This design comes from an exercise in tuning for small area, a short achievable clock period and few clock cycles per item on the open sky130 flow, not from production work.
In this exercise RTL edits were held to simulation tests only and were not proved equivalent to the original.

// calcpos
module calcpos (
    input             clk,
    input             reset,
    input             sample_valid,
    input             trig,
    input      [19:0] adc_a,
    input      [19:0] adc_b,
    input      [19:0] adc_c,
    input      [19:0] adc_d,
    input      [15:0] cha_gain,
    input      [15:0] chb_gain,
    input      [15:0] chc_gain,
    input      [15:0] chd_gain,
    input      [31:0] cha_offset,
    input      [31:0] chb_offset,
    input      [31:0] chc_offset,
    input      [31:0] chd_offset,
    input      [31:0] divide,
    input      [31:0] kx,
    input      [31:0] ky,
    input      [31:0] xpos_offset,
    input      [31:0] ypos_offset,
    output reg        data_rdy,
    output     [31:0] trignum,
    output     [31:0] cha_mag,
    output     [31:0] chb_mag,
    output     [31:0] chc_mag,
    output     [31:0] chd_mag,
    output     [31:0] sum,
    output     [31:0] xpos,
    output     [31:0] ypos
);
  localparam NQ   = 4;             
  localparam NPOS = 8;             
  localparam NB   = NQ * NPOS;     
  localparam DW   = 40;            
  wire        sv, tg;
  wire [19:0] adc_in [0:3];
  wire [15:0] gain_in [0:3];
  wire [31:0] ofs_in [0:3];
  reg  [31:0] trigcnt;
  assign sv = sample_valid;
  assign tg = trig;
  assign adc_in[0] = adc_a;  assign gain_in[0] = cha_gain;  assign ofs_in[0] = cha_offset;
  assign adc_in[1] = adc_b;  assign gain_in[1] = chb_gain;  assign ofs_in[1] = chb_offset;
  assign adc_in[2] = adc_c;  assign gain_in[2] = chc_gain;  assign ofs_in[2] = chc_offset;
  assign adc_in[3] = adc_d;  assign gain_in[3] = chd_gain;  assign ofs_in[3] = chd_offset;
  reg  v2, t2;
  wire ld1 = sv & tg;            
  wire idle;
  wire ld2 = ((ld1 & ~v2) | (v2 & t2)) & idle & ~reset;
  ...
For scale: ~1300 flip-flops.
==> flow/config.mk <==
export PLATFORM = sky130hd
export DESIGN_NAME = calcpos
export DESIGN_NICKNAME = calcpos
export VERILOG_FILES = /design/flow/design.v
export SDC_FILE = /design/flow/constraint.sdc
export NUM_CORES = 4
export LEC_CHECK = 0
export ABC_AREA = 1
export CAP_MARGIN = 20
export CORE_MARGIN = 2
export CORE_UTILIZATION = 40
export SLEW_MARGIN = 20
==> flow/constraint.sdc <==
create_clock -name core_clock -period 15.0 [get_ports {clk}]
set_input_delay 3.0000 -clock core_clock [delete_from_list [all_inputs] [get_ports {clk}]]
set_output_delay 3.0000 -clock core_clock [all_outputs]
set_load 0.01 [all_outputs]
standard.sh (not shown) runs the stock make flow with config.mk's settings and CLKGATE_MAP_FILE= SYNTH_SCRIPT=/design/flow/synth_recipe.tcl, a recipe that flattens the netlist after the stock synthesis.
==> flow/flow/run.sh <==
#!/bin/bash
set -euo pipefail
sed 's/ CLKGATE_MAP_FILE= / CLKGATE_MAP_FILE= SETUP_SLACK_MARGIN=8 /' standard.sh > standard_margin.sh
grep -q 'SETUP_SLACK_MARGIN=8' standard_margin.sh
bash standard_margin.sh > make.log 2>&1
The baseline completed with no timing, DRC or antenna violations.
Testbench counts at the start, summed over its fixed seeds: cycles 5,928, items 384.
Rerun with:
--- a/flow/design.v
+++ b/flow/design.v
@@ -60,28 +60,26 @@
       if (sample_valid & trig) trigcnt <= trigcnt + 32'd1;
     end
   end
   assign trignum = trigcnt;
   localparam S_IDLE = 3'd0;
   localparam S_DIV  = 3'd1;   
   localparam S_SUMS = 3'd2;   
   localparam S_POS  = 3'd3;   
-  localparam S_TAIL = 3'd4;   
   reg [2:0]  state;
   reg [3:0]  cnt;
   reg [31:0] dvs;             
   reg [33:0] dvs3;            
   reg [31:0] dvm;             
   reg [33:0] dvm3;            
   assign idle  = (state == S_IDLE);
   wire st_div  = (state == S_DIV);
   wire st_sums = (state == S_SUMS);
   wire st_pos  = (state == S_POS);
-  wire st_tail = (state == S_TAIL);
   wire pos_first = st_pos & (cnt == NPOS);
   wire pos_last  = st_pos & (cnt == 4'd1);
   function [33:0] r4;
     input [31:0] r;
     input [1:0]  b;
     input [31:0] d;
     input [33:0] d3;
     reg   [34:0] x, t1, t2, t3;
@@ -302,32 +300,32 @@
     end
     if (pos_first) begin
       kxr <= (zero | satx) ? 33'd0 : kxs;
       kyr <= (zero | saty) ? 33'd0 : kys;
       kx3 <= (zero | satx) ? 35'd0 : kxs3;
       ky3 <= (zero | saty) ? 35'd0 : kys3;
       bx  <= {{(BW-32){1'b0}}, zero ? 32'd0 : satx ? kxs[31:0] : xpos_offset};
       by  <= {{(BW-32){1'b0}}, zero ? 32'd0 : saty ? kys[31:0] : ypos_offset};
-    end else if (st_pos | st_tail) begin
+    end else if (st_pos) begin
       bx <= bx_next;
       by <= by_next;
     end
     if (st_pos) begin
       dx <= pos_last ? (qd[0] & ~((1 << (NB - 31)) - 1)) : qd[0];
       dy <= pos_last ? (qd[1] & ~((1 << (NB - 31)) - 1)) : qd[1];
     end
   end
   assign cha_mag = qv[0];
   assign chb_mag = qv[1];
   assign chc_mag = qv[2];
   assign chd_mag = qv[3];
   assign sum  = sum_r;
-  assign xpos = bx[BW-1:BW-32];
-  assign ypos = by[BW-1:BW-32];
+  assign xpos = bx_next[BW-1:BW-32];
+  assign ypos = by_next[BW-1:BW-32];
   wire [3:0] ndiv = q16 ? 4'd4 : q20 ? 4'd5 : 4'd10;
   always @(posedge clk) begin
     if (reset) begin
       state    <= S_IDLE;
       data_rdy <= 1'b0;
       cnt      <= 4'd0;
     end else begin
       data_rdy <= 1'b0;
@@ -343,18 +341,18 @@
           end
         end
         S_SUMS: begin
           state <= S_POS;
           cnt   <= NPOS;
         end
         S_POS: begin
           cnt <= cnt - 4'd1;
-          if (cnt == 4'd1) state <= S_TAIL;
-        end
-        default: begin   
-          data_rdy <= 1'b1;
-          state    <= S_IDLE;
+          if (cnt == 4'd1) begin
+            data_rdy <= 1'b1;
+            state    <= S_IDLE;
+          end
         end
+        default: state <= S_IDLE;
       endcase
     end
   end
 endmodule
=> Routed wire length decreases by 2.0%. First-iteration DRC count increases by 0.52%. Fmax decreases by 14%. Setup slack degrades by 1.1 ns. Design area increases by 3.0%.
Testbench counts after the change, summed over its fixed seeds: cycles 5,544, items 384.

[separate check: timing with driven ports]
In the flow no input, the clock included, has a driving cell. The finished layouts below were timed again as built, in two steps. Step 1 assumes that a clkbuf_16 drives the clock port and a buf_2 every other input. Step 2 also shifts input and output timing later by t, the mid clock arrival at the registers, as if the neighbouring blocks saw the same clock. Slacks: ideal / step 1 / step 2; pairs: ideal / step 1.
run | t (ns) | setup slack, ns | worst register clock-pin slew, ns
the first run | 1.068 | 8.047 / 8.047 / 7.092 | 0.08 / 0.08
the second run | 1.052 | 6.955 / 6.825 / 6.957 | 0.07 / 0.07
After both steps every run listed still meets setup and hold. The setup slack of the first run, which loses most, moves by 0.000 ns with the drivers and by -0.955 ns with both steps.
